This is an optimization exercise on Yosys and OpenROAD, whose aim is a short achievable clock period and few clock cycles, not a production implementation.
The clock input has no modelled driver; a real chip could not lean on it and would need a root buffer or a full tree.
Power and IR drop assume default switching activity.

Setup of T:
==> flow/design.v (excerpt) <==
module arm (
    input  logic        clk, rst,
    input  logic [31:0] Instr,
    input  logic [31:0] ReadData,
    output logic [31:0] WriteData,
    output logic [31:0] PC, ALUResult,
    output logic        MemWrite
);
For scale: about 4600 cells after synthesis, roughly 990 flip-flops, ~160 I/O pins, about 56000 µm² of cells after synthesis.
export LEC_CHECK = 0
export ABC_CLOCK_PERIOD_IN_PS = 4000
export CAP_MARGIN = 20
export CORE_MARGIN = 2
export CORE_UTILIZATION = 40
export SLEW_MARGIN = 20
create_clock -name core_clock -period 16.0 [get_ports {clk}]
standard.sh (not shown) runs the stock make flow with config.mk's settings and CLKGATE_MAP_FILE= SYNTH_SCRIPT=/design/flow/synth_recipe.tcl, a recipe that flattens the netlist after the stock synthesis.
==> flow/flow/run.sh <==
#!/bin/bash
# The standard ORFS layout (standard.sh), with four changes:
# - repair_timing is asked to leave SETUP_SLACK_MARGIN ns of setup slack
#   beyond the clock period, so that gates on the critical paths are sized and
#   buffered for speed;
# - it may swap a cell for one of another footprint (MATCH_CELL_FOOTPRINT=0),
#   so that slow port buffers can be replaced;
# - synthesis leaves adders to ABC as plain logic (ADDER_MAP_FILE empty),
#   instead of mapping them to the library's full- and half-adder cells,
#   whose carry chains ABC cannot restructure; registers are unchanged;
# - the clock tree is a balanced two-level tree built by flow/mycts.tcl
#   (hooked in with PRE_CTS_TCL) instead of TritonCTS's three-level tree.
# The clock, the SDC, the floorplan, power grid and every other step are
# unchanged. standard.sh's output goes to standard.log; each ORFS step's own
# log is under orfs/logs/.
set -euo pipefail
export SETUP_SLACK_MARGIN="${MARGIN:-11.9}"
export PRE_CTS_TCL="$PWD/flow/cts_hook.tcl"
bash standard.sh MATCH_CELL_FOOTPRINT=0 ADDER_MAP_FILE= finish > standard.log 2>&1
Other scripts of this flow, unchanged in this note and not shown: flow/flow/cts_hook.tcl, flow/flow/mycts.tcl
No stage failed in T, and the final checks on the layout all came back clean.
## Diff of input files: S against T
--- a/flow/design.v
+++ b/flow/design.v
@@ -86,18 +86,19 @@
     input  logic [31:0] ReadData,
     output logic [31:0] WriteData,
     output logic [31:0] PC, ALUResult,
     output logic        MemWrite
 );
     logic [29:0] PCF;
+    logic [29:0] PCN;                 
     logic [3:0]       btb_v;
     logic [3:0][7:0]  btb_tag;    
     logic [3:0][9:0]  btb_tgt;    
     logic [3:0][3:0]  btb_cond;   
     logic [31:0] InstrD;
-    logic [29:0] PCD, PCD4, PCD8;     
+    logic [29:0] PCD, PCD4, PCD8, PCD12;   
     logic        validD;
     logic        validE;
     logic [3:0]  CondE;
     logic        RegWriteE, MemtoRegE, SubE, AndE, OrrE;
     logic        FlagNZE, FlagCVE;
     logic [3:0]  WA3E;
@@ -232,42 +233,51 @@
     assign neN = (PC4D != PCF);
     assign taken0 = isBD & cond_pass(condD, {FlagsReg[3], 1'b0, FlagsReg[1:0]});
     assign taken1 = isBD & cond_pass(condD, {FlagsReg[3], 1'b1, FlagsReg[1:0]});
     assign misp0  = validD & ~ures & (taken0 ? neT : neN);
     assign misp1  = validD & ~ures & (taken1 ? neT : neN);
     logic        UresE, neTE, neNE, mispE;
-    logic [29:0] TargetE, PC4E, corrE;
-    assign mispE = validE & UresE & (condPassE ? neTE : neNE);
-    assign corrE = condPassE ? TargetE : PC4E;
+    logic [29:0] TargetE, PC4E, corrE, TargetE1, PC8E, corrE1;
+    assign mispE  = validE & UresE & (condPassE ? neTE : neNE);
+    assign corrE  = condPassE ? TargetE : PC4E;
+    assign corrE1 = condPassE ? TargetE1 : PC8E;
     assign fidx     = PCF[1:0];
     assign btb_hit  = btb_v[fidx] & (btb_tag[fidx] == PCF[9:2]);
     logic        zeValid, ZeD, btbTaken;
     assign zeValid = validD & InstrD[20] & immD & (InstrD[31:28] == 4'hE) &
                      ((isSubD & (InstrD[7:0] == 8'h01)) | (isAddD & (InstrD[7:0] == 8'hFF))) &
                      (RA1D != 4'd15) & ~fa_e;
     assign ZeD     = (wr_lo & (WA3M == RA1D)) ? ResMIsOne : IsOne[RA1D[3:0]];
     always_comb begin
         btbTaken = btb_hit;
         if (zeValid && btb_cond[fidx] == 4'h0 && !ZeD) btbTaken = 1'b0;
         if (zeValid && btb_cond[fidx] == 4'h1 &&  ZeD) btbTaken = 1'b0;
     end
-    assign PCPlus1F = PCF + 30'd1;
-    assign PCPlus2F = PCF + 30'd2;
+    logic [29:0] BtbT, BtbT1, PCHoldN, nextN0, nextN1, TargetD1;
+    assign PCPlus1F = PCN;
+    assign PCPlus2F = PCN + 30'd1;
+    assign BtbT     = {PCF[29:10], btb_tgt[fidx]};
+    assign BtbT1    = BtbT + 30'd1;
+    assign TargetD1 = PCD12 + OffD;
     always_comb begin
-        if (stall)        PCHoldF = PCF;
-        else if (btbTaken) PCHoldF = {PCF[29:10], btb_tgt[fidx]};
-        else              PCHoldF = PCPlus1F;
+        if (stall)         begin PCHoldF = PCF;  PCHoldN = PCN;      end
+        else if (btbTaken) begin PCHoldF = BtbT; PCHoldN = BtbT1;    end
+        else               begin PCHoldF = PCN;  PCHoldN = PCPlus2F; end
     end
-    assign next0 = mispE ? corrE : misp0 ? (taken0 ? TargetD : PC4D) : PCHoldF;
-    assign next1 = mispE ? corrE : misp1 ? (taken1 ? TargetD : PC4D) : PCHoldF;
+    assign next0  = mispE ? corrE  : misp0 ? (taken0 ? TargetD  : PC4D) : PCHoldF;
+    assign next1  = mispE ? corrE  : misp1 ? (taken1 ? TargetD  : PC4D) : PCHoldF;
+    assign nextN0 = mispE ? corrE1 : misp0 ? (taken0 ? TargetD1 : PCD8) : PCHoldN;
+    assign nextN1 = mispE ? corrE1 : misp1 ? (taken1 ? TargetD1 : PCD8) : PCHoldN;
     assign ZD     = setNZ ? ZFastE : FlagsReg[2];
     assign mispD  = ZD ? misp1 : misp0;
     assign takenD = ZD ? taken1 : taken0;
     always_ff @(posedge clk) begin
         if (rstq) PCF <= {29'b0, ~rst};
         else      PCF <= ZD ? next1 : next0;
+        if (rstq) PCN <= {28'b0, ~rst, rst};
+        else      PCN <= ZD ? nextN1 : nextN0;
     end
     logic       upd, upd_v;
     logic [9:0] upd_pc, upd_tgt;
     logic [3:0] upd_cond;
     always_ff @(posedge clk) begin
         if (rstq) upd <= 1'b0;
@@ -304,12 +314,13 @@
     always_ff @(posedge clk) begin
         if (!stall) begin
             InstrD <= Instr;
             PCD    <= PCF;
             PCD4   <= PCPlus1F;
             PCD8   <= PCPlus2F;
+            PCD12  <= PCN + 30'd2;
         end
         if (rstq)         validD <= ~rst;
         else if (mispE)   validD <= 1'b0;
         else if (!stall)  validD <= ~mispD;
     end
     always_ff @(posedge clk) begin
@@ -317,12 +328,14 @@
         else     validE <= validD & ~stall & ~mispE;
         UresE     <= ures;
         neTE      <= neT;
         neNE      <= neN;
         TargetE   <= TargetD;
         PC4E      <= PC4D;
+        TargetE1  <= TargetD1;
+        PC8E      <= PCD8;
         CondE     <= InstrD[31:28];
         RegWriteE <= isAddD | isSubD | isAndD | isOrrD | isLdrD;
         MemtoRegE <= isLdrD;
         SubE      <= isSubD;
         AndE      <= isAndD;
         OrrE      <= isOrrD;
## What came out
| cell-internal power | S vs T | about 13% higher |. Looking at switching power, S sits about 16% above T. Sequential share of layout area: S vs T, no meaningful difference. Initial DRC count: S > T. Overall fraction of global-route tracks in use delta (T -> S): insignificant. Between T and S, growth of design area from synthesis to finish is lower for S, T comes in above that. Compared with T, S shows a worst hold slack that is 0.0059 ns higher.
No functional check of the RTL was part of any run of this note. In every run of this note, the design's own scripts or RTL, not TritonCTS, make the clock network.

==> afterwards: timing with drivers on the ports <==
The results above use ideal ports. As a check the final layouts listed here were re-extracted and re-timed, cells and wires unchanged. Step 1 sets driving cells, clkbuf_16 on the clock port and buf_2 on the other inputs (assumed; they add their load-dependent delay and slew). Step 2 also shifts input and output timing later by t, the mid clock arrival at the registers, as if the neighbouring blocks saw the same clock. Three values: ideal, step 1, step 2; two values: the first two.
| run | t, ns | slack for setup (ns) | latest minus earliest clock arrival (ns) | worst register clock-pin slew, ns | worst slew at a driven data input, ns |
|---|---|---|---|---|---|
| T | 0.661 | 11.718 / 11.543 / 11.343 | 0.095 / 0.095 | 0.11 / 0.11 | 0.10 |
| S | 0.659 | 11.352 / 11.351 / 11.351 | 0.048 / 0.047 | 0.10 / 0.10 | 0.07 |
After both steps every run listed still meets setup and hold. The setup slack of T, which loses most, moves by -0.175 ns with the drivers and by -0.375 ns with both steps.
